What follows belongs to an exercise in optimizing a design on an open flow for small area; a production flow would make more cautious choices.
Function was checked by simulation only, so behaviour that the tests miss may differ from the original.
The clock port is modelled as an ideal driver; clocking choices that lean on that would not hold on a real chip.
Power figures rest on the tool's default switching activity, not on a simulated workload.

[flow/run.sh]
#!/bin/bash
# The standard layout (standard.sh), with these changes:
#  - synthesis maps to the x1 (or x0) size of every cell: the platform's
#    don't-use list plus the larger sizes (flow/synth_dont_use.txt); ABC
#    otherwise upsizes the one-gate modules for a load they do not have.
#    Placement and timing repair may still use every size;
#  - the port buffers are the smallest buffer cell (buf_1);
#  - clock tree: clkbuf_4 buffers and no dummy loads, then each clock buffer
#    is sized to the smallest clkbuf that keeps the slew at the flip-flop
#    clock pins under 120 ps (flow/clk_size.tcl).
# Each step's output goes to a log file of its own here; ORFS's own logs are
# under orfs/logs.
set -euo pipefail
R=orfs/results/sky130hd/ALU_top/base
bash standard.sh synth "DONT_USE_CELLS=$(cat flow/synth_dont_use.txt)" > synth.log 2>&1
export BUFFER_PORTS_ARGS="-buffer_cell sky130_fd_sc_hd__buf_1"
export CTS_ARGS="-sink_clustering_enable -repair_clock_nets -dont_use_dummy_load -buf_list sky130_fd_sc_hd__clkbuf_4"
bash standard.sh cts > place_cts.log 2>&1
ODB_IN=$R/4_cts.odb ODB_OUT=$R/4_cts.odb SDC_IN=$R/4_cts.sdc \
  LIB=$FLOW_HOME/platforms/sky130hd/lib/sky130_fd_sc_hd__tt_025C_1v80.lib \
  PLATFORM_DIR=$FLOW_HOME/platforms/sky130hd CLK_SLEW_TARGET=0.120 CLK_ROOT_SLEW_TARGET=0.25 \
  openroad -no_splash -exit flow/clk_size.tcl > clk_size.log 2>&1
bash standard.sh > route_finish.log 2>&1
[flow/clk_size.tcl]
# Sizes each clock buffer to the smallest clkbuf that keeps the slew at the
# pins it drives under a target, leaves first, then re-legalizes placement.
read_db $::env(ODB_IN)
read_liberty $::env(LIB)
read_sdc $::env(SDC_IN)
source $::env(PLATFORM_DIR)/setRC.tcl
set_propagated_clock [all_clocks]
estimate_parasitics -placement
set target $::env(CLK_SLEW_TARGET)
set sizes {sky130_fd_sc_hd__clkbuf_1 sky130_fd_sc_hd__clkbuf_2 sky130_fd_sc_hd__clkbuf_4 sky130_fd_sc_hd__clkbuf_8 sky130_fd_sc_hd__clkbuf_16}
proc load_slew {inst} {
  set mx 0
  set out [get_pins -of_objects [get_cells $inst] -filter "direction == output"]
  set net [get_nets -of_objects $out]
  foreach p [get_pins -of_objects $net -filter "direction == input"] {
    set s [get_property $p slew_max]
    if {$s > $mx} { set mx $s }
  }
  return $mx
}
proc drives_flops {inst} {
  set out [get_pins -of_objects [get_cells $inst] -filter "direction == output"]
  set net [get_nets -of_objects $out]
  foreach p [get_pins -of_objects $net -filter "direction == input"] {
    if {[string match *CLK [get_full_name $p]]} { return 1 }
  }
  return 0
}
set bufs {}
foreach i [get_cells -hierarchical *] {
  if {[string match *clkbuf* [get_property $i ref_name]]} { lappend bufs [get_full_name $i] }
}
set leaves {}; set others {}
foreach b $bufs { if {[drives_flops $b]} { lappend leaves $b } else { lappend others $b } }
foreach pass {1 2} {
  foreach b [concat $leaves $others] {
    set t [expr {[lsearch $leaves $b] >= 0 ? $target : $::env(CLK_ROOT_SLEW_TARGET)}]
    foreach s $sizes {
      replace_cell [get_cells $b] [get_lib_cells */$s]
      estimate_parasitics -placement
      if {[load_slew $b] <= $t} { break }
    }
    puts "clock buffer $b: [get_property [get_cells $b] ref_name] slew [load_slew $b]"
  }
}
detailed_placement
check_placement
estimate_parasitics -placement
set mx 0
foreach p [get_pins -hierarchical */CLK] { set s [get_property $p slew_max]; if {$s > $mx} {set mx $s} }
puts "max flop clock slew $mx"
write_db $::env(ODB_OUT)
[flow/synth_dont_use.txt]
sky130_fd_sc_hd__probe_p_8 sky130_fd_sc_hd__probec_p_8 sky130_fd_sc_hd__lpflow_bleeder_1 sky130_fd_sc_hd__lpflow_clkbufkapwr_1 sky130_fd_sc_hd__lpflow_clkbufkapwr_16 sky130_fd_sc_hd__lpflow_clkbufkapwr_2 sky130_fd_sc_hd__lpflow_clkbufkapwr_4 sky130_fd_sc_hd__lpflow_clkbufkapwr_8 sky130_fd_sc_hd__lpflow_clkinvkapwr_1 sky130_fd_sc_hd__lpflow_clkinvkapwr_16 sky130_fd_sc_hd__lpflow_clkinvkapwr_2 sky130_fd_sc_hd__lpflow_clkinvkapwr_4 sky130_fd_sc_hd__lpflow_clkinvkapwr_8 sky130_fd_sc_hd__lpflow_decapkapwr_12 sky130_fd_sc_hd__lpflow_decapkapwr_3 sky130_fd_sc_hd__lpflow_decapkapwr_4 sky130_fd_sc_hd__lpflow_decapkapwr_6 sky130_fd_sc_hd__lpflow_decapkapwr_8 sky130_fd_sc_hd__lpflow_inputiso0n_1 sky130_fd_sc_hd__lpflow_inputiso0p_1 sky130_fd_sc_hd__lpflow_inputiso1n_1 sky130_fd_sc_hd__lpflow_inputiso1p_1 sky130_fd_sc_hd__lpflow_inputisolatch_1 sky130_fd_sc_hd__lpflow_isobufsrc_1 sky130_fd_sc_hd__lpflow_isobufsrc_16 sky130_fd_sc_hd__lpflow_isobufsrc_2 sky130_fd_sc_hd__lpflow_isobufsrc_4 sky130_fd_sc_hd__lpflow_isobufsrc_8 sky130_fd_sc_hd__lpflow_isobufsrckapwr_16 sky130_fd_sc_hd__lpflow_lsbuf_lh_hl_isowell_tap_1 sky130_fd_sc_hd__lpflow_lsbuf_lh_hl_isowell_tap_2 sky130_fd_sc_hd__lpflow_lsbuf_lh_hl_isowell_tap_4 sky130_fd_sc_hd__lpflow_lsbuf_lh_isowell_4 sky130_fd_sc_hd__lpflow_lsbuf_lh_isowell_tap_1 sky130_fd_sc_hd__lpflow_lsbuf_lh_isowell_tap_2 sky130_fd_sc_hd__lpflow_lsbuf_lh_isowell_tap_4 sky130_fd_sc_hd__a2111o_2 sky130_fd_sc_hd__a2111o_4 sky130_fd_sc_hd__a2111oi_2 sky130_fd_sc_hd__a2111oi_4 sky130_fd_sc_hd__a211o_2 sky130_fd_sc_hd__a211o_4 sky130_fd_sc_hd__a211oi_2 sky130_fd_sc_hd__a211oi_4 sky130_fd_sc_hd__a21bo_2 sky130_fd_sc_hd__a21bo_4 sky130_fd_sc_hd__a21boi_2 sky130_fd_sc_hd__a21boi_4 sky130_fd_sc_hd__a21o_2 sky130_fd_sc_hd__a21o_4 sky130_fd_sc_hd__a21oi_2 sky130_fd_sc_hd__a21oi_4 sky130_fd_sc_hd__a221o_2 sky130_fd_sc_hd__a221o_4 sky130_fd_sc_hd__a221oi_2 sky130_fd_sc_hd__a221oi_4 sky130_fd_sc_hd__a22o_2 sky130_fd_sc_hd__a22o_4 sky130_fd_sc_hd__a22oi_2 sky130_fd_sc_hd__a22oi_4 sky130_fd_sc_hd__a2bb2o_2 sky130_fd_sc_hd__a2bb2o_4 sky130_fd_sc_hd__a2bb2oi_2 sky130_fd_sc_hd__a2bb2oi_4 sky130_fd_sc_hd__a311o_2 sky130_fd_sc_hd__a311o_4 sky130_fd_sc_hd__a311oi_2 sky130_fd_sc_hd__a311oi_4 sky130_fd_sc_hd__a31o_2 sky130_fd_sc_hd__a31o_4 sky130_fd_sc_hd__a31oi_2 sky130_fd_sc_hd__a31oi_4 sky130_fd_sc_hd__a32o_2 sky130_fd_sc_hd__a32o_4 sky130_fd_sc_hd__a32oi_2 sky130_fd_sc_hd__a32oi_4 sky130_fd_sc_hd__a41o_2 sky130_fd_sc_hd__a41o_4 sky130_fd_sc_hd__a41oi_2 sky130_fd_sc_hd__a41oi_4 sky130_fd_sc_hd__and2_2 sky130_fd_sc_hd__and2_4 sky130_fd_sc_hd__and2b_2 sky130_fd_sc_hd__and2b_4 sky130_fd_sc_hd__and3_2 sky130_fd_sc_hd__and3_4 sky130_fd_sc_hd__and3b_2 sky130_fd_sc_hd__and3b_4 sky130_fd_sc_hd__and4_2 sky130_fd_sc_hd__and4_4 sky130_fd_sc_hd__and4b_2 sky130_fd_sc_hd__and4b_4 sky130_fd_sc_hd__and4bb_2 sky130_fd_sc_hd__and4bb_4 sky130_fd_sc_hd__buf_12 sky130_fd_sc_hd__buf_16 sky130_fd_sc_hd__buf_2 sky130_fd_sc_hd__buf_6 sky130_fd_sc_hd__buf_8 sky130_fd_sc_hd__bufbuf_16 sky130_fd_sc_hd__bufbuf_8 sky130_fd_sc_hd__bufinv_16 sky130_fd_sc_hd__bufinv_8 sky130_fd_sc_hd__clkbuf_16 sky130_fd_sc_hd__clkbuf_2 sky130_fd_sc_hd__clkbuf_4 sky130_fd_sc_hd__clkbuf_8 sky130_fd_sc_hd__clkdlybuf4s15_2 sky130_fd_sc_hd__clkdlybuf4s18_2 sky130_fd_sc_hd__clkdlybuf4s25_2 sky130_fd_sc_hd__clkdlybuf4s50_2 sky130_fd_sc_hd__clkinv_16 sky130_fd_sc_hd__clkinv_2 sky130_fd_sc_hd__clkinv_4 sky130_fd_sc_hd__clkinv_8 sky130_fd_sc_hd__clkinvlp_2 sky130_fd_sc_hd__clkinvlp_4 sky130_fd_sc_hd__decap_12 sky130_fd_sc_hd__decap_3 sky130_fd_sc_hd__decap_4 sky130_fd_sc_hd__decap_6 sky130_fd_sc_hd__decap_8 sky130_fd_sc_hd__dfbbn_2 sky130_fd_sc_hd__dfrbp_2 sky130_fd_sc_hd__dfrtp_2 sky130_fd_sc_hd__dfrtp_4 sky130_fd_sc_hd__dfsbp_2 sky130_fd_sc_hd__dfstp_2 sky130_fd_sc_hd__dfstp_4 sky130_fd_sc_hd__dfxbp_2 sky130_fd_sc_hd__dfxtp_2 sky130_fd_sc_hd__dfxtp_4 sky130_fd_sc_hd__diode_2 sky130_fd_sc_hd__dlclkp_2 sky130_fd_sc_hd__dlclkp_4 sky130_fd_sc_hd__dlrbn_2 sky130_fd_sc_hd__dlrbp_2 sky130_fd_sc_hd__dlrtn_2 sky130_fd_sc_hd__dlrtn_4 sky130_fd_sc_hd__dlrtp_2 sky130_fd_sc_hd__dlrtp_4 sky130_fd_sc_hd__dlxbn_2 sky130_fd_sc_hd__dlxtn_2 sky130_fd_sc_hd__dlxtn_4 sky130_fd_sc_hd__ebufn_2 sky130_fd_sc_hd__ebufn_4 sky130_fd_sc_hd__ebufn_8 sky130_fd_sc_hd__einvn_2 sky130_fd_sc_hd__einvn_4 sky130_fd_sc_hd__einvn_8 sky130_fd_sc_hd__einvp_2 sky130_fd_sc_hd__einvp_4 sky130_fd_sc_hd__einvp_8 sky130_fd_sc_hd__fa_2 sky130_fd_sc_hd__fa_4 sky130_fd_sc_hd__ha_2 sky130_fd_sc_hd__ha_4 sky130_fd_sc_hd__inv_12 sky130_fd_sc_hd__inv_16 sky130_fd_sc_hd__inv_2 sky130_fd_sc_hd__inv_4 sky130_fd_sc_hd__inv_6 sky130_fd_sc_hd__inv_8 sky130_fd_sc_hd__maj3_2 sky130_fd_sc_hd__maj3_4 sky130_fd_sc_hd__mux2_2 sky130_fd_sc_hd__mux2_4 sky130_fd_sc_hd__mux2_8 sky130_fd_sc_hd__mux2i_2 sky130_fd_sc_hd__mux2i_4 sky130_fd_sc_hd__mux4_2 sky130_fd_sc_hd__mux4_4 sky130_fd_sc_hd__nand2_2 sky130_fd_sc_hd__nand2_4 sky130_fd_sc_hd__nand2_8 sky130_fd_sc_hd__nand2b_2 sky130_fd_sc_hd__nand2b_4 sky130_fd_sc_hd__nand3_2 sky130_fd_sc_hd__nand3_4 sky130_fd_sc_hd__nand3b_2 sky130_fd_sc_hd__nand3b_4 sky130_fd_sc_hd__nand4_2 sky130_fd_sc_hd__nand4_4 sky130_fd_sc_hd__nand4b_2 sky130_fd_sc_hd__nand4b_4 sky130_fd_sc_hd__nand4bb_2 sky130_fd_sc_hd__nand4bb_4 sky130_fd_sc_hd__nor2_2 sky130_fd_sc_hd__nor2_4 sky130_fd_sc_hd__nor2_8 sky130_fd_sc_hd__nor2b_2 sky130_fd_sc_hd__nor2b_4 sky130_fd_sc_hd__nor3_2 sky130_fd_sc_hd__nor3_4 sky130_fd_sc_hd__nor3b_2 sky130_fd_sc_hd__nor3b_4 sky130_fd_sc_hd__nor4_2 sky130_fd_sc_hd__nor4_4 sky130_fd_sc_hd__nor4b_2 sky130_fd_sc_hd__nor4b_4 sky130_fd_sc_hd__nor4bb_2 sky130_fd_sc_hd__nor4bb_4 sky130_fd_sc_hd__o2111a_2 sky130_fd_sc_hd__o2111a_4 sky130_fd_sc_hd__o2111ai_2 sky130_fd_sc_hd__o2111ai_4 sky130_fd_sc_hd__o211a_2 sky130_fd_sc_hd__o211a_4 sky130_fd_sc_hd__o211ai_2 sky130_fd_sc_hd__o211ai_4 sky130_fd_sc_hd__o21a_2 sky130_fd_sc_hd__o21a_4 sky130_fd_sc_hd__o21ai_2 sky130_fd_sc_hd__o21ai_4 sky130_fd_sc_hd__o21ba_2 sky130_fd_sc_hd__o21ba_4 sky130_fd_sc_hd__o21bai_2 sky130_fd_sc_hd__o21bai_4 sky130_fd_sc_hd__o221a_2 sky130_fd_sc_hd__o221a_4 sky130_fd_sc_hd__o221ai_2 sky130_fd_sc_hd__o221ai_4 sky130_fd_sc_hd__o22a_2 sky130_fd_sc_hd__o22a_4 sky130_fd_sc_hd__o22ai_2 sky130_fd_sc_hd__o22ai_4 sky130_fd_sc_hd__o2bb2a_2 sky130_fd_sc_hd__o2bb2a_4 sky130_fd_sc_hd__o2bb2ai_2 sky130_fd_sc_hd__o2bb2ai_4 sky130_fd_sc_hd__o311a_2 sky130_fd_sc_hd__o311a_4 sky130_fd_sc_hd__o311ai_2 sky130_fd_sc_hd__o311ai_4 sky130_fd_sc_hd__o31a_2 sky130_fd_sc_hd__o31a_4 sky130_fd_sc_hd__o31ai_2 sky130_fd_sc_hd__o31ai_4 sky130_fd_sc_hd__o32a_2 sky130_fd_sc_hd__o32a_4 sky130_fd_sc_hd__o32ai_2 sky130_fd_sc_hd__o32ai_4 sky130_fd_sc_hd__o41a_2 sky130_fd_sc_hd__o41a_4 sky130_fd_sc_hd__o41ai_2 sky130_fd_sc_hd__o41ai_4 sky130_fd_sc_hd__or2_2 sky130_fd_sc_hd__or2_4 sky130_fd_sc_hd__or2b_2 sky130_fd_sc_hd__or2b_4 sky130_fd_sc_hd__or3_2 sky130_fd_sc_hd__or3_4 sky130_fd_sc_hd__or3b_2 sky130_fd_sc_hd__or3b_4 sky130_fd_sc_hd__or4_2 sky130_fd_sc_hd__or4_4 sky130_fd_sc_hd__or4b_2 sky130_fd_sc_hd__or4b_4 sky130_fd_sc_hd__or4bb_2 sky130_fd_sc_hd__or4bb_4 sky130_fd_sc_hd__sdfbbn_2 sky130_fd_sc_hd__sdfrbp_2 sky130_fd_sc_hd__sdfrtp_2 sky130_fd_sc_hd__sdfrtp_4 sky130_fd_sc_hd__sdfsbp_2 sky130_fd_sc_hd__sdfstp_2 sky130_fd_sc_hd__sdfstp_4 sky130_fd_sc_hd__sdfxbp_2 sky130_fd_sc_hd__sdfxtp_2 sky130_fd_sc_hd__sdfxtp_4 sky130_fd_sc_hd__sdlclkp_2 sky130_fd_sc_hd__sdlclkp_4 sky130_fd_sc_hd__sedfxbp_2 sky130_fd_sc_hd__sedfxtp_2 sky130_fd_sc_hd__sedfxtp_4 sky130_fd_sc_hd__xnor2_2 sky130_fd_sc_hd__xnor2_4 sky130_fd_sc_hd__xnor3_2 sky130_fd_sc_hd__xnor3_4 sky130_fd_sc_hd__xor2_2 sky130_fd_sc_hd__xor2_4 sky130_fd_sc_hd__xor3_2 sky130_fd_sc_hd__xor3_4
[standard.sh]
#!/bin/bash
# synth_recipe.tcl (not shown) runs the flow's synth.tcl, then flattens the netlist and writes it again
# the make line also repeats each setting of config.mk as NAME=value (left out here)
make -C /OpenROAD-flow-scripts/flow DESIGN_CONFIG=/design/flow/config.mk WORK_HOME=/design/flow/orfs CLKGATE_MAP_FILE= SYNTH_SCRIPT=/design/flow/synth_recipe.tcl "${@:-finish}"
[config.mk]
export PLATFORM = sky130hd
export DESIGN_NAME = ALU_top
export DESIGN_NICKNAME = ALU_top
export VERILOG_FILES = /design/flow/design.v
export SDC_FILE = /design/flow/constraint.sdc
export NUM_CORES = 4
export LEC_CHECK = 0
export CAP_MARGIN = 20
export CORE_MARGIN = 2
export CORE_UTILIZATION = 70
export SLEW_MARGIN = 20
export SYNTH_HIERARCHICAL = 1
export SYNTH_MINIMUM_KEEP_SIZE = 1
[constraint.sdc]
create_clock -name core_clock -period 4.5 [get_ports {clk}]
set_input_delay 0.9000 -clock core_clock [delete_from_list [all_inputs] [get_ports {clk}]]
set_output_delay 0.9000 -clock core_clock [all_outputs]
set_load 0.01 [all_outputs]
[design.v]
`timescale 1ns / 1ps
module ALU_top(
    input clk,
    input [31:0] a,
    input [31:0] b,
    input [3:0] f,
    output reg [31:0] y,
    output reg [3:0] zero
    );
    reg  [31:0] a_r, b_r;
    reg  [3:0]  f_r;
    wire [31:0] y_c;
    wire [3:0]  zero_c;
    ALU u_alu(.a(a_r), .b(b_r), .f(f_r), .y(y_c), .zero(zero_c));
    always @(posedge clk) begin
        a_r  <= a;
        b_r  <= b;
        f_r  <= f;
        y    <= y_c;
        zero <= zero_c;
    end
endmodule

`timescale 1ns / 1ps
module ALU(
   input signed [31:0] a, b,
   input [3:0] f,
   output signed [31:0] y,
   output [3:0] zero
   );
   wire bb0, p0, g0, bb1, pn1, gn1, bb2, p2, g2, bb3, pn3, gn3, bb4, p4, g4, bb5, pn5, gn5, qn0, yb0, cn1, l1, q1, y1, c2, qn2, y2, cn3, l3, q3, y3, c4, qn4, y4, cn5, l5, q5, y5, c6, bb6, p6, g6, bb7, pn7, gn7, bb8, p8, g8, bb9, pn9, gn9, bb10, p10, g10, bb11, pn11, gn11, bb12, p12, g12, bb13, pn13, gn13, qn6, y6, cn7, l7, q7, y7, c8, qn8, y8, cn9, l9, q9, y9, c10, qn10, y10, cn11, l11, q11, y11, c12, qn12, y12, cn13, l13, q13, y13, gx6, G6_7, Gn6_8, G6_9, Gn6_10, G6_11, Gn6_12, G6_13, Px6, Pw6, P6, Cn14, bb14, pn14, gn14, bb15, p15, g15, bb16, pn16, gn16, bb17, p17, g17, bb18, pn18, gn18, bb19, p19, g19, l14, q14, y14, c15, qn15, y15, cn16, l16, q16, y16, c17, qn17, y17, cn18, l18, q18, y18, c19, qn19, y19, gx14, Gn14_15, G14_16, Gn14_17, G14_18, Gn14_19, Px14, Pw14, Pn14, C20, bb20, p20, g20, bb21, pn21, gn21, bb22, p22, g22, bb23, pn23, gn23, bb24, p24, g24, qn20, y20, cn21, l21, q21, y21, c22, qn22, y22, cn23, l23, q23, y23, c24, qn24, y24, gx20, G20_21, Gn20_22, G20_23, Gn20_24, Px20, Pw20, P20, Cn25, bb25, pn25, gn25, bb26, p26, g26, bb27, pn27, gn27, bb28, p28, g28, l25, q25, y25, c26, qn26, y26, cn27, l27, q27, y27, c28, qn28, y28, gx25, Gn25_26, G25_27, Gn25_28, Px25, Pw25, Pn25, C29, bb29, p29, g29, bb30, pn30, gn30, bb31, p31, g31, qn29, y29, cn30, l30, q30, y30, c31, qn31, y31, cn32, slt, y0, zf0, zf1, zf2, zf3, zf4, zf5, zf6, zf7, zf8, zf9, zf10, zn0, zn1, zn2, zr;
   wire K1, K2, K3, K1n, K2n, K3n, S7;
   alu_ctrl u_ctrl (.f(f), .K1(K1), .K2(K2), .K3(K3), .K1n(K1n), .K2n(K2n), .K3n(K3n), .S7(S7));
   g_xor2 u_bb0 (.a(b[0]), .b(f[2]), .y(bb0));
   g_ha u_p0 (.a(a[0]), .b(bb0), .s(p0), .c(g0));
   g_xor2 u_bb1 (.a(b[1]), .b(f[2]), .y(bb1));
   g_xnor2 u_pn1 (.a(a[1]), .b(bb1), .y(pn1));
   g_nand2 u_gn1 (.a(a[1]), .b(bb1), .y(gn1));
   g_xor2 u_bb2 (.a(b[2]), .b(f[2]), .y(bb2));
   g_ha u_p2 (.a(a[2]), .b(bb2), .s(p2), .c(g2));
   g_xor2 u_bb3 (.a(b[3]), .b(f[2]), .y(bb3));
   g_xnor2 u_pn3 (.a(a[3]), .b(bb3), .y(pn3));
   g_nand2 u_gn3 (.a(a[3]), .b(bb3), .y(gn3));
   g_xor2 u_bb4 (.a(b[4]), .b(f[2]), .y(bb4));
   g_ha u_p4 (.a(a[4]), .b(bb4), .s(p4), .c(g4));
   g_xor2 u_bb5 (.a(b[5]), .b(f[2]), .y(bb5));
   g_xnor2 u_pn5 (.a(a[5]), .b(bb5), .y(pn5));
   g_nand2 u_gn5 (.a(a[5]), .b(bb5), .y(gn5));
   g_a222oi u_qn0 (.a1(K1), .a2(f[2]), .b1(K2), .b2(g0), .c1(K3), .c2(p0), .y(qn0));
   g_xnor2 u_yb0 (.a(p0), .b(qn0), .y(yb0));
   g_a21oi u_cn1 (.a1(p0), .a2(f[2]), .b1(g0), .y(cn1));
   g_o22ai u_l1 (.a1(K2n), .a2(gn1), .b1(K3n), .b2(pn1), .y(l1));
   g_o21bai u_q1 (.a1(K1n), .a2(cn1), .b1n(l1), .y(q1));
   g_xnor2 u_y1 (.a(pn1), .b(q1), .y(y1));
   g_o21ai u_c2 (.a1(pn1), .a2(cn1), .b1(gn1), .y(c2));
   g_a222oi u_qn2 (.a1(K1), .a2(c2), .b1(K2), .b2(g2), .c1(K3), .c2(p2), .y(qn2));
   g_xnor2 u_y2 (.a(p2), .b(qn2), .y(y2));
   g_a21oi u_cn3 (.a1(p2), .a2(c2), .b1(g2), .y(cn3));
   g_o22ai u_l3 (.a1(K2n), .a2(gn3), .b1(K3n), .b2(pn3), .y(l3));
   g_o21bai u_q3 (.a1(K1n), .a2(cn3), .b1n(l3), .y(q3));
   g_xnor2 u_y3 (.a(pn3), .b(q3), .y(y3));
   g_o21ai u_c4 (.a1(pn3), .a2(cn3), .b1(gn3), .y(c4));
   g_a222oi u_qn4 (.a1(K1), .a2(c4), .b1(K2), .b2(g4), .c1(K3), .c2(p4), .y(qn4));
   g_xnor2 u_y4 (.a(p4), .b(qn4), .y(y4));
   g_a21oi u_cn5 (.a1(p4), .a2(c4), .b1(g4), .y(cn5));
   g_o22ai u_l5 (.a1(K2n), .a2(gn5), .b1(K3n), .b2(pn5), .y(l5));
   g_o21bai u_q5 (.a1(K1n), .a2(cn5), .b1n(l5), .y(q5));
   g_xnor2 u_y5 (.a(pn5), .b(q5), .y(y5));
   g_o21ai u_c6 (.a1(pn5), .a2(cn5), .b1(gn5), .y(c6));
   g_xor2 u_bb6 (.a(b[6]), .b(f[2]), .y(bb6));
   g_ha u_p6 (.a(a[6]), .b(bb6), .s(p6), .c(g6));
   g_xor2 u_bb7 (.a(b[7]), .b(f[2]), .y(bb7));
   g_xnor2 u_pn7 (.a(a[7]), .b(bb7), .y(pn7));
   g_nand2 u_gn7 (.a(a[7]), .b(bb7), .y(gn7));
   g_xor2 u_bb8 (.a(b[8]), .b(f[2]), .y(bb8));
   g_ha u_p8 (.a(a[8]), .b(bb8), .s(p8), .c(g8));
   g_xor2 u_bb9 (.a(b[9]), .b(f[2]), .y(bb9));
   g_xnor2 u_pn9 (.a(a[9]), .b(bb9), .y(pn9));
   g_nand2 u_gn9 (.a(a[9]), .b(bb9), .y(gn9));
   g_xor2 u_bb10 (.a(b[10]), .b(f[2]), .y(bb10));
   g_ha u_p10 (.a(a[10]), .b(bb10), .s(p10), .c(g10));
   g_xor2 u_bb11 (.a(b[11]), .b(f[2]), .y(bb11));
   g_xnor2 u_pn11 (.a(a[11]), .b(bb11), .y(pn11));
   g_nand2 u_gn11 (.a(a[11]), .b(bb11), .y(gn11));
   g_xor2 u_bb12 (.a(b[12]), .b(f[2]), .y(bb12));
   g_ha u_p12 (.a(a[12]), .b(bb12), .s(p12), .c(g12));
   g_xor2 u_bb13 (.a(b[13]), .b(f[2]), .y(bb13));
   g_xnor2 u_pn13 (.a(a[13]), .b(bb13), .y(pn13));
   g_nand2 u_gn13 (.a(a[13]), .b(bb13), .y(gn13));
   g_a222oi u_qn6 (.a1(K1), .a2(c6), .b1(K2), .b2(g6), .c1(K3), .c2(p6), .y(qn6));
   g_xnor2 u_y6 (.a(p6), .b(qn6), .y(y6));
   g_a21oi u_cn7 (.a1(p6), .a2(c6), .b1(g6), .y(cn7));
   g_o22ai u_l7 (.a1(K2n), .a2(gn7), .b1(K3n), .b2(pn7), .y(l7));
   g_o21bai u_q7 (.a1(K1n), .a2(cn7), .b1n(l7), .y(q7));
   g_xnor2 u_y7 (.a(pn7), .b(q7), .y(y7));
   g_o21ai u_c8 (.a1(pn7), .a2(cn7), .b1(gn7), .y(c8));
   g_a222oi u_qn8 (.a1(K1), .a2(c8), .b1(K2), .b2(g8), .c1(K3), .c2(p8), .y(qn8));
   g_xnor2 u_y8 (.a(p8), .b(qn8), .y(y8));
   g_a21oi u_cn9 (.a1(p8), .a2(c8), .b1(g8), .y(cn9));
   g_o22ai u_l9 (.a1(K2n), .a2(gn9), .b1(K3n), .b2(pn9), .y(l9));
   g_o21bai u_q9 (.a1(K1n), .a2(cn9), .b1n(l9), .y(q9));
   g_xnor2 u_y9 (.a(pn9), .b(q9), .y(y9));
   g_o21ai u_c10 (.a1(pn9), .a2(cn9), .b1(gn9), .y(c10));
   g_a222oi u_qn10 (.a1(K1), .a2(c10), .b1(K2), .b2(g10), .c1(K3), .c2(p10), .y(qn10));
   g_xnor2 u_y10 (.a(p10), .b(qn10), .y(y10));
   g_a21oi u_cn11 (.a1(p10), .a2(c10), .b1(g10), .y(cn11));
   g_o22ai u_l11 (.a1(K2n), .a2(gn11), .b1(K3n), .b2(pn11), .y(l11));
   g_o21bai u_q11 (.a1(K1n), .a2(cn11), .b1n(l11), .y(q11));
   g_xnor2 u_y11 (.a(pn11), .b(q11), .y(y11));
   g_o21ai u_c12 (.a1(pn11), .a2(cn11), .b1(gn11), .y(c12));
   g_a222oi u_qn12 (.a1(K1), .a2(c12), .b1(K2), .b2(g12), .c1(K3), .c2(p12), .y(qn12));
   g_xnor2 u_y12 (.a(p12), .b(qn12), .y(y12));
   g_a21oi u_cn13 (.a1(p12), .a2(c12), .b1(g12), .y(cn13));
   g_o22ai u_l13 (.a1(K2n), .a2(gn13), .b1(K3n), .b2(pn13), .y(l13));
   g_o21bai u_q13 (.a1(K1n), .a2(cn13), .b1n(l13), .y(q13));
   g_xnor2 u_y13 (.a(pn13), .b(q13), .y(y13));
   g_nand2 u_gx6 (.a(a[6]), .b(bb6), .y(gx6));
   g_o21ai u_G6_7 (.a1(pn7), .a2(gx6), .b1(gn7), .y(G6_7));
   g_a21oi u_Gn6_8 (.a1(p8), .a2(G6_7), .b1(g8), .y(Gn6_8));
   g_o21ai u_G6_9 (.a1(pn9), .a2(Gn6_8), .b1(gn9), .y(G6_9));
   g_a21oi u_Gn6_10 (.a1(p10), .a2(G6_9), .b1(g10), .y(Gn6_10));
   g_o21ai u_G6_11 (.a1(pn11), .a2(Gn6_10), .b1(gn11), .y(G6_11));
   g_a21oi u_Gn6_12 (.a1(p12), .a2(G6_11), .b1(g12), .y(Gn6_12));
   g_o21ai u_G6_13 (.a1(pn13), .a2(Gn6_12), .b1(gn13), .y(G6_13));
   g_nand4 u_Px6 (.a(p6), .b(p8), .c(p10), .d(p12), .y(Px6));
   g_nor4 u_Pw6 (.a(pn7), .b(pn9), .c(pn11), .d(pn13), .y(Pw6));
   g_nor2b u_P6 (.a(Px6), .bn(Pw6), .y(P6));
   g_a21oi u_Cn14 (.a1(P6), .a2(c6), .b1(G6_13), .y(Cn14));
   g_xor2 u_bb14 (.a(b[14]), .b(f[2]), .y(bb14));
   g_xnor2 u_pn14 (.a(a[14]), .b(bb14), .y(pn14));
   g_nand2 u_gn14 (.a(a[14]), .b(bb14), .y(gn14));
   g_xor2 u_bb15 (.a(b[15]), .b(f[2]), .y(bb15));
   g_ha u_p15 (.a(a[15]), .b(bb15), .s(p15), .c(g15));
   g_xor2 u_bb16 (.a(b[16]), .b(f[2]), .y(bb16));
   g_xnor2 u_pn16 (.a(a[16]), .b(bb16), .y(pn16));
   g_nand2 u_gn16 (.a(a[16]), .b(bb16), .y(gn16));
   g_xor2 u_bb17 (.a(b[17]), .b(f[2]), .y(bb17));
   g_ha u_p17 (.a(a[17]), .b(bb17), .s(p17), .c(g17));
   g_xor2 u_bb18 (.a(b[18]), .b(f[2]), .y(bb18));
   g_xnor2 u_pn18 (.a(a[18]), .b(bb18), .y(pn18));
   g_nand2 u_gn18 (.a(a[18]), .b(bb18), .y(gn18));
   g_xor2 u_bb19 (.a(b[19]), .b(f[2]), .y(bb19));
   g_ha u_p19 (.a(a[19]), .b(bb19), .s(p19), .c(g19));
   g_o22ai u_l14 (.a1(K2n), .a2(gn14), .b1(K3n), .b2(pn14), .y(l14));
   g_o21bai u_q14 (.a1(K1n), .a2(Cn14), .b1n(l14), .y(q14));
   g_xnor2 u_y14 (.a(pn14), .b(q14), .y(y14));
   g_o21ai u_c15 (.a1(pn14), .a2(Cn14), .b1(gn14), .y(c15));
   g_a222oi u_qn15 (.a1(K1), .a2(c15), .b1(K2), .b2(g15), .c1(K3), .c2(p15), .y(qn15));
   g_xnor2 u_y15 (.a(p15), .b(qn15), .y(y15));
   g_a21oi u_cn16 (.a1(p15), .a2(c15), .b1(g15), .y(cn16));
   g_o22ai u_l16 (.a1(K2n), .a2(gn16), .b1(K3n), .b2(pn16), .y(l16));
   g_o21bai u_q16 (.a1(K1n), .a2(cn16), .b1n(l16), .y(q16));
   g_xnor2 u_y16 (.a(pn16), .b(q16), .y(y16));
   g_o21ai u_c17 (.a1(pn16), .a2(cn16), .b1(gn16), .y(c17));
   g_a222oi u_qn17 (.a1(K1), .a2(c17), .b1(K2), .b2(g17), .c1(K3), .c2(p17), .y(qn17));
   g_xnor2 u_y17 (.a(p17), .b(qn17), .y(y17));
   g_a21oi u_cn18 (.a1(p17), .a2(c17), .b1(g17), .y(cn18));
   g_o22ai u_l18 (.a1(K2n), .a2(gn18), .b1(K3n), .b2(pn18), .y(l18));
   g_o21bai u_q18 (.a1(K1n), .a2(cn18), .b1n(l18), .y(q18));
   g_xnor2 u_y18 (.a(pn18), .b(q18), .y(y18));
   g_o21ai u_c19 (.a1(pn18), .a2(cn18), .b1(gn18), .y(c19));
   g_a222oi u_qn19 (.a1(K1), .a2(c19), .b1(K2), .b2(g19), .c1(K3), .c2(p19), .y(qn19));
   g_xnor2 u_y19 (.a(p19), .b(qn19), .y(y19));
   g_and2 u_gx14 (.a(a[14]), .b(bb14), .y(gx14));
   g_a21oi u_Gn14_15 (.a1(p15), .a2(gx14), .b1(g15), .y(Gn14_15));
   g_o21ai u_G14_16 (.a1(pn16), .a2(Gn14_15), .b1(gn16), .y(G14_16));
   g_a21oi u_Gn14_17 (.a1(p17), .a2(G14_16), .b1(g17), .y(Gn14_17));
   g_o21ai u_G14_18 (.a1(pn18), .a2(Gn14_17), .b1(gn18), .y(G14_18));
   g_a21oi u_Gn14_19 (.a1(p19), .a2(G14_18), .b1(g19), .y(Gn14_19));
   g_nand3 u_Px14 (.a(p15), .b(p17), .c(p19), .y(Px14));
   g_nor3 u_Pw14 (.a(pn14), .b(pn16), .c(pn18), .y(Pw14));
   g_nand2b u_Pn14 (.an(Px14), .b(Pw14), .y(Pn14));
   g_o21ai u_C20 (.a1(Pn14), .a2(Cn14), .b1(Gn14_19), .y(C20));
   g_xor2 u_bb20 (.a(b[20]), .b(f[2]), .y(bb20));
   g_ha u_p20 (.a(a[20]), .b(bb20), .s(p20), .c(g20));
   g_xor2 u_bb21 (.a(b[21]), .b(f[2]), .y(bb21));
   g_xnor2 u_pn21 (.a(a[21]), .b(bb21), .y(pn21));
   g_nand2 u_gn21 (.a(a[21]), .b(bb21), .y(gn21));
   g_xor2 u_bb22 (.a(b[22]), .b(f[2]), .y(bb22));
   g_ha u_p22 (.a(a[22]), .b(bb22), .s(p22), .c(g22));
   g_xor2 u_bb23 (.a(b[23]), .b(f[2]), .y(bb23));
   g_xnor2 u_pn23 (.a(a[23]), .b(bb23), .y(pn23));
   g_nand2 u_gn23 (.a(a[23]), .b(bb23), .y(gn23));
   g_xor2 u_bb24 (.a(b[24]), .b(f[2]), .y(bb24));
   g_ha u_p24 (.a(a[24]), .b(bb24), .s(p24), .c(g24));
   g_a222oi u_qn20 (.a1(K1), .a2(C20), .b1(K2), .b2(g20), .c1(K3), .c2(p20), .y(qn20));
   g_xnor2 u_y20 (.a(p20), .b(qn20), .y(y20));
   g_a21oi u_cn21 (.a1(p20), .a2(C20), .b1(g20), .y(cn21));
   g_o22ai u_l21 (.a1(K2n), .a2(gn21), .b1(K3n), .b2(pn21), .y(l21));
   g_o21bai u_q21 (.a1(K1n), .a2(cn21), .b1n(l21), .y(q21));
   g_xnor2 u_y21 (.a(pn21), .b(q21), .y(y21));
   g_o21ai u_c22 (.a1(pn21), .a2(cn21), .b1(gn21), .y(c22));
   g_a222oi u_qn22 (.a1(K1), .a2(c22), .b1(K2), .b2(g22), .c1(K3), .c2(p22), .y(qn22));
   g_xnor2 u_y22 (.a(p22), .b(qn22), .y(y22));
   g_a21oi u_cn23 (.a1(p22), .a2(c22), .b1(g22), .y(cn23));
   g_o22ai u_l23 (.a1(K2n), .a2(gn23), .b1(K3n), .b2(pn23), .y(l23));
   g_o21bai u_q23 (.a1(K1n), .a2(cn23), .b1n(l23), .y(q23));
   g_xnor2 u_y23 (.a(pn23), .b(q23), .y(y23));
   g_o21ai u_c24 (.a1(pn23), .a2(cn23), .b1(gn23), .y(c24));
   g_a222oi u_qn24 (.a1(K1), .a2(c24), .b1(K2), .b2(g24), .c1(K3), .c2(p24), .y(qn24));
   g_xnor2 u_y24 (.a(p24), .b(qn24), .y(y24));
   g_nand2 u_gx20 (.a(a[20]), .b(bb20), .y(gx20));
   g_o21ai u_G20_21 (.a1(pn21), .a2(gx20), .b1(gn21), .y(G20_21));
   g_a21oi u_Gn20_22 (.a1(p22), .a2(G20_21), .b1(g22), .y(Gn20_22));
   g_o21ai u_G20_23 (.a1(pn23), .a2(Gn20_22), .b1(gn23), .y(G20_23));
   g_a21oi u_Gn20_24 (.a1(p24), .a2(G20_23), .b1(g24), .y(Gn20_24));
   g_nand3 u_Px20 (.a(p20), .b(p22), .c(p24), .y(Px20));
   g_nor2 u_Pw20 (.a(pn21), .b(pn23), .y(Pw20));
   g_nor2b u_P20 (.a(Px20), .bn(Pw20), .y(P20));
   g_a21boi u_Cn25 (.a1(P20), .a2(C20), .b1n(Gn20_24), .y(Cn25));
   g_xor2 u_bb25 (.a(b[25]), .b(f[2]), .y(bb25));
   g_xnor2 u_pn25 (.a(a[25]), .b(bb25), .y(pn25));
   g_nand2 u_gn25 (.a(a[25]), .b(bb25), .y(gn25));
   g_xor2 u_bb26 (.a(b[26]), .b(f[2]), .y(bb26));
   g_ha u_p26 (.a(a[26]), .b(bb26), .s(p26), .c(g26));
   g_xor2 u_bb27 (.a(b[27]), .b(f[2]), .y(bb27));
   g_xnor2 u_pn27 (.a(a[27]), .b(bb27), .y(pn27));
   g_nand2 u_gn27 (.a(a[27]), .b(bb27), .y(gn27));
   g_xor2 u_bb28 (.a(b[28]), .b(f[2]), .y(bb28));
   g_ha u_p28 (.a(a[28]), .b(bb28), .s(p28), .c(g28));
   g_o22ai u_l25 (.a1(K2n), .a2(gn25), .b1(K3n), .b2(pn25), .y(l25));
   g_o21bai u_q25 (.a1(K1n), .a2(Cn25), .b1n(l25), .y(q25));
   g_xnor2 u_y25 (.a(pn25), .b(q25), .y(y25));
   g_o21ai u_c26 (.a1(pn25), .a2(Cn25), .b1(gn25), .y(c26));
   g_a222oi u_qn26 (.a1(K1), .a2(c26), .b1(K2), .b2(g26), .c1(K3), .c2(p26), .y(qn26));
   g_xnor2 u_y26 (.a(p26), .b(qn26), .y(y26));
   g_a21oi u_cn27 (.a1(p26), .a2(c26), .b1(g26), .y(cn27));
   g_o22ai u_l27 (.a1(K2n), .a2(gn27), .b1(K3n), .b2(pn27), .y(l27));
   g_o21bai u_q27 (.a1(K1n), .a2(cn27), .b1n(l27), .y(q27));
   g_xnor2 u_y27 (.a(pn27), .b(q27), .y(y27));
   g_o21ai u_c28 (.a1(pn27), .a2(cn27), .b1(gn27), .y(c28));
   g_a222oi u_qn28 (.a1(K1), .a2(c28), .b1(K2), .b2(g28), .c1(K3), .c2(p28), .y(qn28));
   g_xnor2 u_y28 (.a(p28), .b(qn28), .y(y28));
   g_and2 u_gx25 (.a(a[25]), .b(bb25), .y(gx25));
   g_a21oi u_Gn25_26 (.a1(p26), .a2(gx25), .b1(g26), .y(Gn25_26));
   g_o21ai u_G25_27 (.a1(pn27), .a2(Gn25_26), .b1(gn27), .y(G25_27));
   g_a21oi u_Gn25_28 (.a1(p28), .a2(G25_27), .b1(g28), .y(Gn25_28));
   g_nand2 u_Px25 (.a(p26), .b(p28), .y(Px25));
   g_nor2 u_Pw25 (.a(pn25), .b(pn27), .y(Pw25));
   g_nand2b u_Pn25 (.an(Px25), .b(Pw25), .y(Pn25));
   g_o21ai u_C29 (.a1(Pn25), .a2(Cn25), .b1(Gn25_28), .y(C29));
   g_xor2 u_bb29 (.a(b[29]), .b(f[2]), .y(bb29));
   g_ha u_p29 (.a(a[29]), .b(bb29), .s(p29), .c(g29));
   g_xor2 u_bb30 (.a(b[30]), .b(f[2]), .y(bb30));
   g_xnor2 u_pn30 (.a(a[30]), .b(bb30), .y(pn30));
   g_nand2 u_gn30 (.a(a[30]), .b(bb30), .y(gn30));
   g_xor2 u_bb31 (.a(b[31]), .b(f[2]), .y(bb31));
   g_ha u_p31 (.a(a[31]), .b(bb31), .s(p31), .c(g31));
   g_a222oi u_qn29 (.a1(K1), .a2(C29), .b1(K2), .b2(g29), .c1(K3), .c2(p29), .y(qn29));
   g_xnor2 u_y29 (.a(p29), .b(qn29), .y(y29));
   g_a21oi u_cn30 (.a1(p29), .a2(C29), .b1(g29), .y(cn30));
   g_o22ai u_l30 (.a1(K2n), .a2(gn30), .b1(K3n), .b2(pn30), .y(l30));
   g_o21bai u_q30 (.a1(K1n), .a2(cn30), .b1n(l30), .y(q30));
   g_xnor2 u_y30 (.a(pn30), .b(q30), .y(y30));
   g_o21ai u_c31 (.a1(pn30), .a2(cn30), .b1(gn30), .y(c31));
   g_a222oi u_qn31 (.a1(K1), .a2(c31), .b1(K2), .b2(g31), .c1(K3), .c2(p31), .y(qn31));
   g_xnor2 u_y31 (.a(p31), .b(qn31), .y(y31));
   g_a21oi u_cn32 (.a1(p31), .a2(c31), .b1(g31), .y(cn32));
   g_xnor2 u_slt (.a(p31), .b(cn32), .y(slt));
   g_a21o u_y0 (.a1(S7), .a2(slt), .b1(yb0), .y(y0));
   g_nor2 u_zf0 (.a(y19), .b(y24), .y(zf0));
   g_nor2 u_zf1 (.a(y28), .b(y31), .y(zf1));
   g_nor2 u_zf2 (.a(y13), .b(y18), .y(zf2));
   g_nor2 u_zf3 (.a(y23), .b(y27), .y(zf3));
   g_nor2 u_zf4 (.a(y30), .b(y12), .y(zf4));
   g_nor3 u_zf5 (.a(y17), .b(y22), .c(y26), .y(zf5));
   g_nor3 u_zf6 (.a(y29), .b(y11), .c(y16), .y(zf6));
   g_nor3 u_zf7 (.a(y21), .b(y25), .c(y10), .y(zf7));
   g_nor4 u_zf8 (.a(y15), .b(y20), .c(y9), .d(y14), .y(zf8));
   g_nor4 u_zf9 (.a(y8), .b(y7), .c(y6), .d(y5), .y(zf9));
   g_nor4 u_zf10 (.a(y4), .b(y3), .c(y2), .d(y1), .y(zf10));
   g_nand4 u_zn0 (.a(zf0), .b(zf1), .c(zf2), .d(zf3), .y(zn0));
   g_nand4 u_zn1 (.a(zf4), .b(zf5), .c(zf6), .d(zf7), .y(zn1));
   g_nand3 u_zn2 (.a(zf8), .b(zf9), .c(zf10), .y(zn2));
   g_nor4 u_zr (.a(y0), .b(zn0), .c(zn1), .d(zn2), .y(zr));
   assign y = {y31, y30, y29, y28, y27, y26, y25, y24, y23, y22, y21, y20, y19, y18, y17, y16, y15, y14, y13, y12, y11, y10, y9, y8, y7, y6, y5, y4, y3, y2, y1, y0};
   assign zero = {3'b000, zr};
endmodule
module alu_ctrl(input [3:0] f, output K1, K2, K3, K1n, K2n, K3n, S7);
   assign K1 = ~f[3] & f[1] & ~f[0];
   assign K2 = ~f[3] & ~f[1];
   assign K3 = f[3] | (~f[1] & ~f[0]) | (f[2] & f[1] & f[0]);
   assign K1n = ~(~f[3] & f[1] & ~f[0]);
   assign K2n = ~(~f[3] & ~f[1]);
   assign K3n = ~(f[3] | (~f[1] & ~f[0]) | (f[2] & f[1] & f[0]));
   assign S7 = ~f[3] & f[2] & f[1] & f[0];
endmodule
module g_a21boi(input a1, a2, b1n, output y);
   assign y = ~((a1 & a2) | ~b1n);
endmodule
module g_a21o(input a1, a2, b1, output y);
   assign y = (a1 & a2) | b1;
endmodule
module g_a21oi(input a1, a2, b1, output y);
   assign y = ~((a1 & a2) | b1);
endmodule
module g_a222oi(input a1, a2, b1, b2, c1, c2, output y);
   assign y = ~((a1 & a2) | (b1 & b2) | (c1 & c2));
endmodule
module g_and2(input a, b, output y);
   assign y = ~(~a | ~b);
endmodule
module g_ha(input a, b, output s, c);
   assign s = a ^ b;
   assign c = a & b;
endmodule
module g_nand2(input a, b, output y);
   assign y = ~(a & b);
endmodule
module g_nand2b(input an, b, output y);
   assign y = ~(~an & b);
endmodule
module g_nand3(input a, b, c, output y);
   assign y = ~(a & b & c);
endmodule
module g_nand4(input a, b, c, d, output y);
   assign y = ~(a & b & c & d);
endmodule
module g_nor2(input a, b, output y);
   assign y = ~(a | b);
endmodule
module g_nor2b(input a, bn, output y);
   assign y = ~(a | ~bn);
endmodule
module g_nor3(input a, b, c, output y);
   assign y = ~(a | b | c);
endmodule
module g_nor4(input a, b, c, d, output y);
   assign y = ~(a | b | c | d);
endmodule
module g_o21ai(input a1, a2, b1, output y);
   assign y = ~((a1 | a2) & b1);
endmodule
module g_o21bai(input a1, a2, b1n, output y);
   assign y = ~((a1 | a2) & ~b1n);
endmodule
module g_o22ai(input a1, a2, b1, b2, output y);
   assign y = ~((a1 | a2) & (b1 | b2));
endmodule
module g_xnor2(input a, b, output y);
   assign y = (a & b) | (~a & ~b);
endmodule
module g_xor2(input a, b, output y);
   assign y = (a & ~b) | (~a & b);
endmodule
==> run notes <==
-- Yosys stat by module (local to each module, per instance), excerpt --
| module | times used | cells | flip-flops and latches | cell area (µm²) |
|---|---|---|---|---|
| g_nand2b | 2 | 1 | 0 | 6.256 |
| g_ha | 17 | 1 | 0 | 12.51 |
| g_o22ai | 15 | 1 | 0 | 6.256 |
| g_nor2 | 7 | 1 | 0 | 3.754 |
| g_and2 | 2 | 1 | 0 | 6.256 |
| g_o21bai | 15 | 1 | 0 | 7.507 |
| g_a21boi | 1 | 1 | 0 | 7.507 |
-- cells by family after synthesis --
logic type / Yosys count / share of synthesized area
flops: 101 / 0.5221
compound gates: 99 / 0.1658
xor+xnor: 80 / 0.1809
simple gates: 53 / 0.06753
fa+ha+maj: 17 / 0.05493
buf+inv: 5 / 0.007755
other cells: 1 / 0.0009684
-- cell usage in the layout (no fill, tap or decap), drive strengths merged --
| cell | synthesis | routed |
|---|---|---|
| nor2 | 8 | 8 |
| nor3 | 5 | 5 |
| xnor2 | 48 | 48 |
| o21bai | 15 | 15 |
| dfxtp | 101 | 101 |
| nand3 | 3 | 3 |
| nor4 | 5 | 5 |
| o21ai | 25 | 25 |
| a21oi | 25 | 25 |
| or2 | 1 | 1 |
| nand4 | 3 | 3 |
| nor3b | 1 | 1 |
| o22ai | 15 | 15 |
| or3 | 1 | 1 |
| a21boi | 1 | 1 |
| buf | 3 | 105 |
| and2 | 2 | 2 |
| nor2b | 2 | 2 |
| and4b | 1 | 1 |
| nand2 | 18 | 18 |
| a222oi | 17 | 17 |
| nand2b | 2 | 2 |
| clkbuf | 0 | 9 |
| inv | 2 | 2 |
| ha | 17 | 17 |
| conb | 1 | 3 |
| xor2 | 32 | 32 |
| a21o | 1 | 1 |
| and3 | 1 | 1 |
-- power by group --
| group | leakage (nW) | internal (W) | switching (W) |
|---|---|---|---|
| Clock | 0.0492 | 0.000122 | 0.000243 |
| Sequential | 0.852 | 0.00102 | 0.0000449 |
| Combinational | 0.790 | 0.000233 | 0.000344 |
-- worst max path at each step --
stage / start / to / slack [ns] / depth (start not counted)
floorplan: f_r[2] / zero[0] / 0.07 / 19
global placement: f_r[2] / zero[0] / 0.56 / 18
detailed placement: f_r[2] / zero[0] / 0.30 / 18
CTS: f_r[2] / zero[0] / 0.22 / 18
global route: f_r[2] / zero[0] / 0.03 / 19
finish: f_r[2] / zero[0] / 0.29 / 18
-- metal layers --
metal | vias up | GRT usage | part of all wire | routed length [µm]
met3 | 28 | 0.07931 | 0.082 | 708
met1 | 1497 | 0.3341 | 0.40 | 3448
met2 | 203 | 0.4871 | 0.50 | 4300
li1 | 1516 | - | - | -
met5 | - | 0 | 0 | 0
met4 | 0 | 0.1123 | 0.024 | 212
-- sequential cells by signal (all words and copies together) (netlist names) --
name	cells
f_r	4
b_r	32
y	32
a_r	32
zero	1
-- final cells by class --
type | instances | area, µm²
Tap cell | 72 | 90.09
Timing Repair Buffer | 105 | 412.9
Fill cell | 352 | 969.7
Clock buffer | 9 | 86.33
Sequential cell | 101 | 2023
Multi-Input combinational cell | 252 | 1849
Inverter | 2 | 7.507
-- stage by stage --
stage	power, W	cell area (µm²)
CTS	0.001970	4436
global placement	0.001628	4368
floorplan	0.001470	3880
detailed placement	0.001644	4368
global route	0.002110	4469
finish	0.002008	4469
-- worst max-delay path, stage by stage (launching register included) --
cell and delay (ns):
dfxtp_2 0.43, buf_6 0.29, xor2_1 0.18, ha_1 0.29, a21oi_1 0.22, o21ai_1 0.12
a21oi_1 0.20, o21ai_1 0.15, a21oi_1 0.27, o21ai_1 0.17, a21boi_2 0.22, o21ai_1 0.11
a21oi_1 0.18, o21ai_1 0.12, a222oi_1 0.44, xnor2_1 0.15, nor2_1 0.18, nand4_1 0.11
nor4_1 0.29
==> run notes <==
Final min period 4.211 ns; Max VDD drop ~0.33 mV; vias 3244; io pins 105; leakage power 1.691 nW; die extent in y just under 80 µm; Final ANT Viol Nets 0; max-slew violation count 0; status no timing/DRC/antenna violations; ys flop type dfxtp_1; reg-to-reg critical path endpoint zero[0]; fraction of registers with async set/reset 0; Core Area roughly 5400 µm²; Place WS 0.3011 ns; crit path DAT 4.55 ns; synthesis-stage register bit count approximately 100; top cell type's share of synthesized area 0.5221; DR WL/cell 16.02 µm; Worst EP required 4.84 ns; Setup TNS Final 0 ns; CP Capture Type register; DR iter-0 viols 308; first-pass GRT wire length about 13000 µm; PwrDens 449.4 nW/µm²; number of port buffers 101; Slew @ Worst Pin 0.6979 ns; Clock Skew 0.03321 ns; Yosys top cell by area dfxtp_1; hold path depth 1; distinct cell type count after synthesis 28; Syn. warnings 7; unrepaired setup endpoints after global routing no; Non-Filler Instances 541; Max-Cap Viols 0; maximum clock path buffer count 2; GRT Residual Overflow 0; Worst-Skew Late Latency approximately 0.44 ns; reg2reg start f_r[2]; clk slew on worst S/H paths 0.12 ns; die area 6143 µm²; cells after synthesis 356; Root Driver clkbuf_4; Slew headroom 0.5347; Area Growth Syn to Fin 15.41%; layout cells sized above 1 0.03838; RD Place Congestion 0.8603; Sinks on Clock Net 101; hold buffers post-CTS 0; Inst Count DP ~530; total routed wirelength just under 9000 µm; # rows 27; CTS tree yes; starting density of the core 0.7120; FF-to-FF path depth 18; post-route core utilization 0.8217; total track usage 0.2829; Final setup viols 0; Setup crit start kind register; Post-synth EDFFs 0; setup slack, reg-to-reg 0.29 ns; hold slack 0.5387 ns; sequential element share of the synthesized area 0.5221; die width 78.38 µm; Syn Std Cell Area 3872 µm²; Via density 5.996; DPL Wire Length 6211 µm; Synth Area per Inst between 10 and 15 µm²; vias in the first global route 2967; FMAX 237.5 MHz; Hold Crit Start b[27]; Final Cycle Share 0.9358; Tightest Hold Check Type input port to register; DRC 0; H-tree depth 3; Hold Violations, Final 0; initial antenna violation count 0; most common cell in the netlist dfxtp_1; CTS Buf Count 9; ANT cells 0; layout net count 557; Resize count post-CTS 0; largest net degree at the start of global routing 22; setup bufs post-CTS 0; hold endpoint b_r[27]; fin worst setup slack 0.2891 ns; type of the worst setup path register to register; top post-synthesis cells by area dfxtp_1 (52%), xnor2_1 (11%), xor2_1 (7.2%); synth cell count leaders dfxtp_1 (101), xnor2_1 (48), xor2_1 (32); DR pass1 iterations 6; Worst Path Max Fanout 21

re-timing with driven ports:
Ports are ideal in the flow. The routed layout listed here was re-timed in OpenROAD.
Step 1, drivers: a clkbuf_16 drives clk and a buf_2 each remaining input, both assumed.
Step 2 times the ports against the registers' clock, not the clock port: input delays grow and output delays shrink by t, the midpoint of the rising clock arrivals with the driver on.
Three values: ideal, step 1, step 2; two values: the first two.
t, ns: 0.452
setup slack, ns: 0.289 / 0.289 / 0.289
hold slack, ns: 0.539 / 0.534 / 0.669
worst register clock-pin slew, ns: 0.12 / 0.12
After both steps this run still meets setup and hold. The setup slack of this run moves by 0.000 ns with the drivers and by 0.000 ns with both steps.
